This design comes from an exercise in tuning for small area on the open sky130 flow, not from production work.
In this exercise RTL edits were held to simulation tests only and were not proved equivalent to the original.
Power figures rest on the tool's default switching activity, not on a simulated workload.

==> flow/design.v <==
`timescale 1ns / 1ps
module Debouncer(
    input  wire clk,
    input  wire rst,
    input  wire btn_in,
    output reg  btn_out
);
    localparam [9:0] CLR       = 10'h061;
    localparam [9:0] TERM_MASK = 10'h2fd;
    localparam [9:0] TERM      = 10'h055;
    reg sync_0, sync_1;
    reg stable_state;
    reg [9:0] q;
    wire differ = sync_1 ^ stable_state;
    wire term   = ((q & TERM_MASK) == TERM);
    wire run    = differ & ~term;
    always @(posedge clk or posedge rst) begin
        if (rst) begin
            sync_0       <= 1'b0;
            sync_1       <= 1'b0;
            stable_state <= 1'b0;
        end else begin
            sync_0 <= btn_in;
            sync_1 <= sync_0;
            if (differ & term)
                stable_state <= sync_1;
        end
    end
    always @(posedge clk)
        btn_out <= differ & (term ? sync_1 : btn_out);
    always @(posedge clk)
        q <= run ? {~q[8:0], q[2] ^ q[9]} : CLR;
endmodule
`timescale 1ns / 1ps
module vending_fsm(
    input  wire        clk,
    input  wire        rst,
    input  wire        started,
    input  wire [1:0]  sw_item,
    input  wire        db_btnU,    
    input  wire        db_btnL,    
    input  wire        db_btnR,    
    input  wire        db_btnD,    
    input  wire        db_btnC,    
    output wire [14:0] display_val,    
    output wire        led_purchase,
    output reg         led_insuff
);
    localparam [1:0] ST_SEL    = 2'b00,
                     ST_COIN   = 2'b01,
                     ST_SELPV  = 2'b10,
                     ST_VEND   = 2'b11;
    localparam [14:0] V0   = 15'b000_0000_0000_0000,
                      V10  = 15'b000_0000_0001_0000,
                      V25  = 15'b000_0000_0010_1000,
                      V50  = 15'b000_0000_1000_0000,
                      V75  = 15'b000_0000_1010_1000,
                      V100 = 15'b000_0001_0000_0000,
                      V135 = 15'b000_0001_0011_1000;
    reg [1:0]  state;
    reg [1:0]  item;
    reg [3:0]  op4;      
    wire [2:0] op = op4[2:0];
    reg [3:0]  d_lo;
    reg [10:0] d_hi;
    assign display_val = {d_hi, d_lo};
    assign led_purchase = state[1];
    wire in_coin = (state == ST_COIN);
    wire is_cabs = in_coin & op4[3];
    wire [2:0] r0 = display_val[2:0];
    wire       q0 = display_val[3];
    wire [2:0] r1 = display_val[6:4];
    wire       q1 = display_val[7];
    wire [2:0] r2 = display_val[10:8];
    wire       q2 = display_val[11];
    wire [2:0] r3 = display_val[14:12];
    wire sub = op[2];
    wire f5 = sub ? op[0] : (op[1:0] == 2'b10);
    reg       a5;
    reg [1:0] ar;
    always @(*) begin
        case (op)
            3'd0: {a5, ar} = {1'b0, 2'd0};    
            3'd1: {a5, ar} = {1'b0, 2'd1};    
            3'd2: {a5, ar} = {1'b0, 2'd2};    
            3'd3: {a5, ar} = {1'b1, 2'd0};    
            3'd4: {a5, ar} = {1'b1, 2'd0};    
            3'd5: {a5, ar} = {1'b0, 2'd2};    
            3'd6: {a5, ar} = {1'b0, 2'd0};    
            default: {a5, ar} = {1'b1, 2'd1};  
        endcase
    end
    wire c1  = q0 & f5;
    wire q0a = q0 ^ f5;
    wire [3:0] rs1 = r1 + ar + c1;
    wire k1  = (rs1 >= 4'd5);
    wire [2:0] r1a = k1 ? rs1 - 4'd5 : rs1[2:0];
    wire q1a = q1 ^ a5 ^ k1;
    wire c2  = (q1 & a5) | (q1 & k1) | (a5 & k1);
    reg [2:0] r2a; reg q2a; reg inc3, dec3;
    always @(*) begin
        r2a = r2; q2a = q2; inc3 = 1'b0; dec3 = 1'b0;
        if (!sub) begin
            if (c2) begin
                if (r2 == 3'd4) begin r2a = 3'd0; q2a = ~q2; inc3 = q2; end
                else r2a = r2 + 3'd1;
            end
        end else if ((op == 3'd7) ? c2 : !c2) begin    
            if (r2 == 3'd0) begin r2a = 3'd4; q2a = ~q2; dec3 = ~q2; end
            else r2a = r2 - 3'd1;
        end else if (op == 3'd7) begin                 
            if (r2 < 3'd2) begin r2a = r2 + 3'd3; q2a = ~q2; dec3 = ~q2; end
            else r2a = r2 - 3'd2;
        end
    end
    wire [2:0] r3a = inc3 ? r3 + 3'd1 : dec3 ? r3 - 3'd1 : r3;
    wire wrap = ~sub & r3[2] & (c2 | (q1a & (r1a == 3'd4) & q0a & (r0 != 3'd0)));
    wire       cw  = q0a & (r0 != 3'd0);
    wire [2:0] r0f = !wrap ? r0 : (r0 == 3'd0) ? 3'd4 : r0 - 3'd1;
    wire       q0f = q0a ^ (wrap & (r0 != 3'd0));
    wire [2:0] r1f = !(wrap & cw) ? r1a : (r1a == 3'd4) ? 3'd0 : r1a + 3'd1;
    wire       q1f = q1a ^ (wrap & cw & (r1a == 3'd4));
    wire [14:0] sum = wrap ? {7'd0, q1f, r1f, q0f, r0f}
                           : {r3a, q2a, r2a, q1a, r1a, q0a, r0};
    wire [1:0] coin = {db_btnU | db_btnL, db_btnU | (~db_btnL & db_btnR)};
    reg en;
    always @(*) begin
        case (item)
            2'b00: en = (sum >= V50);
            2'b01: en = (sum >= V75);
            2'b10: en = (sum >= V100);
            default: en = (sum >= V135);
        endcase
    end
    wire enough = is_cabs ? (op[1:0] == 2'b11 && item == 2'b00) : en;
    reg [14:0] konst;
    always @(*) begin
        if (is_cabs)
            case (op[1:0])
                2'b00: konst = V0;  2'b01: konst = V10;
                2'b10: konst = V25; default: konst = V50;
            endcase
        else begin
            case (item)
                2'b00: konst = V50;
                2'b01: konst = V75;
                2'b10: konst = V100;
                default: konst = V135;
            endcase
            konst[3] = konst[3] & started;
        end
    end
    wire [14:0] d_next = (in_coin && !is_cabs || state == ST_VEND) ? sum : konst;
    wire vend_now = in_coin & ~db_btnD & db_btnC & enough;
    always @(posedge clk or posedge rst) begin
        if (rst) begin
            state       <= ST_SEL;
            led_insuff  <= 1'b0;
            d_lo        <= 4'd0;
        end else begin
            case (state)
                ST_COIN: begin
                    if (db_btnD)
                        state <= ST_SEL;
                    else if (db_btnC & enough)
                        state <= ST_VEND;
                    else
                        state <= ST_COIN;
                    if (db_btnD)
                        led_insuff <= 1'b0;
                    else if (db_btnC & ~enough)
                        led_insuff <= 1'b1;
                end
                ST_VEND: begin
                    if (db_btnC | db_btnD) state <= ST_SELPV;
                    led_insuff <= 1'b0;
                end
                default: begin  
                    state <= (started & (db_btnU | db_btnL | db_btnR | db_btnC)) ? ST_COIN : ST_SEL;
                    led_insuff <= 1'b0;
                end
            endcase
            d_lo <= d_next[3:0];
        end
    end
    always @(posedge clk) begin
        d_hi <= d_next[14:4];
        if (vend_now)
            op4 <= {2'b01, item};
        else if (state == ST_VEND)
            op4 <= 4'b0000;
        else
            op4 <= {~state[0], 1'b0, coin};    
        if (!state[0])
            item <= sw_item;
    end
endmodule
`timescale 1ns / 1ps
module SevenSegmentDriver(
    input  wire        clk,
    input  wire        rst,
    input  wire [14:0] value,   
    output reg  [7:0]  seg,     
    output reg  [3:0]  an,      
    output reg         started  
);
    reg [13:0] refresh;
    reg [1:0]  digit_index;
    wire low_zero = (refresh[12:0] == 13'd0);
    wire fb       = refresh[13] ^ refresh[4] ^ refresh[2] ^ refresh[0] ^ low_zero;
    wire wrap     = low_zero & ~refresh[13];
    always @(posedge clk or posedge rst) begin
        if (rst) begin
            refresh     <= 14'd0;
            digit_index <= 2'd0;
            started     <= 1'b0;
        end else begin
            refresh <= {refresh[12:0], fb};
            started <= 1'b1;
            if (wrap & started)
                digit_index <= digit_index + 2'd1;
        end
    end
    reg [3:0] curr_digit;
    always @(*) begin
        case (digit_index)
            2'd0: curr_digit = value[3:0];
            2'd1: curr_digit = value[7:4];
            2'd2: curr_digit = value[11:8];
            default: curr_digit = {1'b0, value[14:12]};
        endcase
    end
    wire [3:0] c = curr_digit;
    always @(*) begin
        seg[7] = 1'b1;
        seg[6] = (~c[1] & ~c[2] & ~c[3]) | (~c[0] & c[1] & c[3]);
        seg[5] = (~c[0] & c[1]) | (c[0] & ~c[3]);
        seg[4] = (c[0] & ~c[3]) | c[2] | (~c[0] & c[3]);
        seg[3] = (c[0] & ~c[1] & ~c[3]) | (~c[0] & c[1] & c[3]) | (c[2] & ~c[3]);
        seg[2] = (~c[0] & c[1] & ~c[3]);
        seg[1] = (~c[1] & ~c[2] & c[3]);
        seg[0] = (c[0] & ~c[1] & ~c[3]) | (c[2] & ~c[3]);
        an = 4'b1111;
        an[digit_index] = 1'b0;
    end
endmodule
`timescale 1ns / 1ps
module vending_machine_top(
    input  wire clk,         
    input  wire rst,         
    input  wire [1:0] sw_item,
    input  wire btnU,   
    input  wire btnL,   
    input  wire btnR,   
    input  wire btnD,   
    input  wire btnC,   
    output wire [7:0] seg,   
    output wire [3:0] an,    
    output wire [15:0] led_purchase,  
    output wire led_insuff
);
    wire db_btnU, db_btnL, db_btnR, db_btnD, db_btnC;
    Debouncer debU (.clk(clk), .rst(rst), .btn_in(btnU), .btn_out(db_btnU));
    Debouncer debL (.clk(clk), .rst(rst), .btn_in(btnL), .btn_out(db_btnL));
    Debouncer debR (.clk(clk), .rst(rst), .btn_in(btnR), .btn_out(db_btnR));
    Debouncer debD (.clk(clk), .rst(rst), .btn_in(btnD), .btn_out(db_btnD));
    Debouncer debC (.clk(clk), .rst(rst), .btn_in(btnC), .btn_out(db_btnC));
    wire [14:0] display_val;
    wire fsm_purchase;
    wire started;
    vending_fsm fsm_unit (
        .clk(clk), .rst(rst), .started(started), .sw_item(sw_item),
        .db_btnU(db_btnU), .db_btnL(db_btnL), .db_btnR(db_btnR),
        .db_btnD(db_btnD), .db_btnC(db_btnC),
        .display_val(display_val),
        .led_purchase(fsm_purchase),
        .led_insuff(led_insuff)
    );
    reg purchase_q;
    always @(posedge clk or posedge rst) begin
        if (rst) purchase_q <= 1'b0;
        else     purchase_q <= fsm_purchase;
    end
    assign led_purchase = {16{purchase_q}};
    SevenSegmentDriver sseg_unit (
        .clk(clk), .rst(rst), .value(display_val),
        .seg(seg), .an(an), .started(started)
    );
endmodule
==> flow/config.mk <==
export PLATFORM = sky130hd
export DESIGN_NAME = vending_machine_top
export DESIGN_NICKNAME = vending_machine_top
export VERILOG_FILES = /design/flow/design.v
export SDC_FILE = /design/flow/constraint.sdc
export NUM_CORES = 4
export LEC_CHECK = 0
export CAP_MARGIN = 20
export CORE_MARGIN = 2
export CORE_UTILIZATION = 40
export SLEW_MARGIN = 20
==> flow/constraint.sdc <==
create_clock -name core_clock -period 80.0 [get_ports {clk}]
set_input_delay 16.0000 -clock core_clock [delete_from_list [all_inputs] [get_ports {clk}]]
set_output_delay 16.0000 -clock core_clock [all_outputs]
set_load 0.01 [all_outputs]
standard.sh (not shown) runs the stock make flow with config.mk's settings and CLKGATE_MAP_FILE= SYNTH_SCRIPT=/design/flow/synth_recipe.tcl, a recipe that flattens the netlist after the stock synthesis.
==> flow/flow/run.sh <==
#!/bin/bash
# Own layout flow: the standard synthesis, unchanged; then its
# combinational cells are mapped again by ABC with an area-only script (the
# registers, their names and cell types, and the ports are kept as they are);
# then the standard layout from floorplan to finish, with the port
# buffers made of sky130_fd_sc_hd__buf_1 and the clock tree built with the
# options in flow/cts_args.txt (no dummy loads).
# Each tool's output goes to a log file of its own in the work folder.
set -euo pipefail
WORK=$(pwd)
RES=$WORK/orfs/results/$FLOW_PLATFORM/vending_machine_top/base
LOGS=$WORK/orfs/logs/$FLOW_PLATFORM/vending_machine_top/base
LIB=$FLOW_HOME/platforms/$FLOW_PLATFORM/lib/sky130_fd_sc_hd__tt_025C_1v80.lib
YOSYS=$(command -v yosys || echo "$FLOW_HOME/../tools/install/yosys/bin/yosys")

# 1. standard synthesis
bash standard.sh synth > "$WORK/log_1_standard_synth.txt" 2>&1
cp "$RES/1_2_yosys.v" "$WORK/standard_synth.v"

# 2. map the logic again (registers kept)
python3 "$WORK/flow/libcells.py" "$LIB" > "$WORK/comb_cells.v"
DONT_USE=$(grep -o -- "-dont_use [A-Za-z0-9_]*" "$LOGS/1_2_yosys.log" | sort -u | tr '\n' ' ')
cat > "$WORK/resynth.ys" <<EOS
read_liberty -lib $LIB
read_verilog -overwrite $WORK/comb_cells.v
read_verilog $WORK/standard_synth.v
hierarchy -check -top $FLOW_TOP
flatten
techmap
opt -purge
rename -hide w:* x:* %d
abc -script $WORK/flow/area.abc -liberty $LIB $DONT_USE
opt_clean -purge
hilomap -singleton -hicell sky130_fd_sc_hd__conb_1 HI -locell sky130_fd_sc_hd__conb_1 LO
splitnets
opt_clean -purge
read_liberty -lib -ignore_redef $LIB
hierarchy -check -top $FLOW_TOP
check -assert
stat -liberty $LIB
write_verilog -noattr -nohex -nodec $WORK/resynth.v
EOS
"$YOSYS" -s "$WORK/resynth.ys" > "$WORK/log_2_resynth.txt" 2>&1
python3 "$WORK/flow/checkregs.py" "$WORK/standard_synth.v" "$WORK/resynth.v" > "$WORK/log_2_checkregs.txt" 2>&1
cp "$WORK/resynth.v" "$RES/1_2_yosys.v"
touch "$RES/1_2_yosys.v"
rm -f "$RES/1_synth.odb" "$RES/1_synth.sdc"

# 3. standard layout from the new netlist
CTS_ARGS=$(cat "$WORK/flow/cts_args.txt")
bash standard.sh BUFFER_PORTS_ARGS="-buffer_cell sky130_fd_sc_hd__buf_1" CTS_ARGS="$CTS_ARGS" finish > "$WORK/log_3_standard_layout.txt" 2>&1
test -f "$WORK/out/final.def"
==> flow/flow/cts_args.txt <==
-sink_clustering_enable -repair_clock_nets -buf_list sky130_fd_sc_hd__clkbuf_16 -root_buf sky130_fd_sc_hd__clkbuf_16 -sink_clustering_size 40 -sink_clustering_max_diameter 300 -dont_use_dummy_load
Other scripts of this flow, unchanged in this note and not shown: flow/flow/area.abc, flow/flow/checkregs.py, flow/flow/libcells.py
The starting point produced a clean layout.
Rerun with:
==> flow/flow/cts_args.txt (replaced) <==
-sink_clustering_enable -repair_clock_nets -buf_list sky130_fd_sc_hd__clkbuf_8 -sink_clustering_size 20 -dont_use_dummy_load
Effect:
- power falls by about 8%
- count of clock-buffer cells in the layout stays the same
- wire length falls by 0.46%
- synthesized cell count stays the same
- worst setup slack got worse by 0.0086 ns
- sequential power is about the same
- clock power falls by 30%
- cell area falls by 2.2%
- combinational power barely changes

---

== v54 ==
RTL: the design.v shown in full above, as it stands there.
==> flow/config.mk <==
export PLATFORM = sky130hd
export DESIGN_NAME = vending_machine_top
export DESIGN_NICKNAME = vending_machine_top
export VERILOG_FILES = /design/flow/design.v
export SDC_FILE = /design/flow/constraint.sdc
export NUM_CORES = 4
export LEC_CHECK = 0
export CAP_MARGIN = 20
export CORE_MARGIN = 2
export CORE_UTILIZATION = 40
export SLEW_MARGIN = 20
==> flow/constraint.sdc <==
create_clock -name core_clock -period 80.0 [get_ports {clk}]
set_input_delay 16.0000 -clock core_clock [delete_from_list [all_inputs] [get_ports {clk}]]
set_output_delay 16.0000 -clock core_clock [all_outputs]
set_load 0.01 [all_outputs]
==> flow/flow/cts_args.txt <==
-sink_clustering_enable -repair_clock_nets -buf_list sky130_fd_sc_hd__clkbuf_8 -root_buf sky130_fd_sc_hd__clkbuf_8 -sink_clustering_size 30 -sink_clustering_max_diameter 300 -dont_use_dummy_load
Scripts as last shown in full above: flow/flow/run.sh
Other scripts of this flow, unchanged in this note and not shown: flow/flow/area.abc, flow/flow/checkregs.py, flow/flow/libcells.py
The following lists how v12 was set up differently from v54:
==> flow/flow/cts_args.txt <==
-sink_clustering_enable -repair_clock_nets -buf_list sky130_fd_sc_hd__clkbuf_16 -root_buf sky130_fd_sc_hd__clkbuf_16 -sink_clustering_size 40 -sink_clustering_max_diameter 300 -sink_clustering_levels 1 -dont_use_dummy_load
## What came out
Looking at v54 and v12, the combined global-route utilization of all metal layers is a wash. Data-path buffer share of cell area in the final layout of v54 is on par with v12. v54 → v12: switching portion of total power saw a decrease, total power consumption of the routed design shows an increase of about 8%, count of vias placed by the detailed router rose about 0.4%, total wirelength of the detailed-routed design higher.
Input-level comparison between v51 and v12:
==> flow/flow/cts_args.txt <==
-sink_clustering_enable -repair_clock_nets -buf_list sky130_fd_sc_hd__clkbuf_4 -root_buf sky130_fd_sc_hd__clkbuf_16 -tree_buf sky130_fd_sc_hd__clkbuf_4 -sink_clustering_size 20 -dont_use_dummy_load
[compare] base=v12 new=v51: core region area saw little to no change; setup slack after placement was more or less identical; total die area level. From v12 to v51, non-clock inverter total of the final layout did not move at all. As far as number of setup violations in the final report is concerned, v12 and v51 perform about the same. As far as number of buffers inserted by post-CTS setup repair goes, v51 and v12 are indistinguishable; the numbers are identical. From v12 to v51, smallest setup slack after layout did not move at all.

==> re-timing with driven ports <==
The flow's constraints put no driver on any port. The routed layouts listed below were extracted and timed again, unchanged, in two steps.
Step 1, drivers: a clkbuf_16 drives clk and a buf_2 each remaining input, both assumed.
Step 2 moves the port delays by t, midway between the first and last clock arrival at a register: inputs arrive t later, outputs are due t later. That takes back most of the time a late clock gives input paths.
Three values: ideal, step 1, step 2; two values: the first two.
| run | t, ns | slack for setup (ns) | latest minus earliest clock arrival (ns) | cell pins on the clock port's net |
|---|---|---|---|---|
| the first run of note 1 | 0.367 | 61.625 / 61.587 / 61.955 | 0.013 / 0.013 | 1 |
| the second run of note 1 | 0.373 | 61.616 / 61.584 / 61.957 | 0.017 / 0.017 | 1 |
| v54 | 0.373 | 61.616 / 61.584 / 61.957 | 0.017 / 0.017 | 1 |
| v12 | 0.367 | 61.625 / 61.587 / 61.955 | 0.013 / 0.013 | 1 |
| v51 | 0.367 | 61.625 / 61.587 / 61.955 | 0.013 / 0.013 | 1 |
After both steps setup and hold are still met in every run listed.
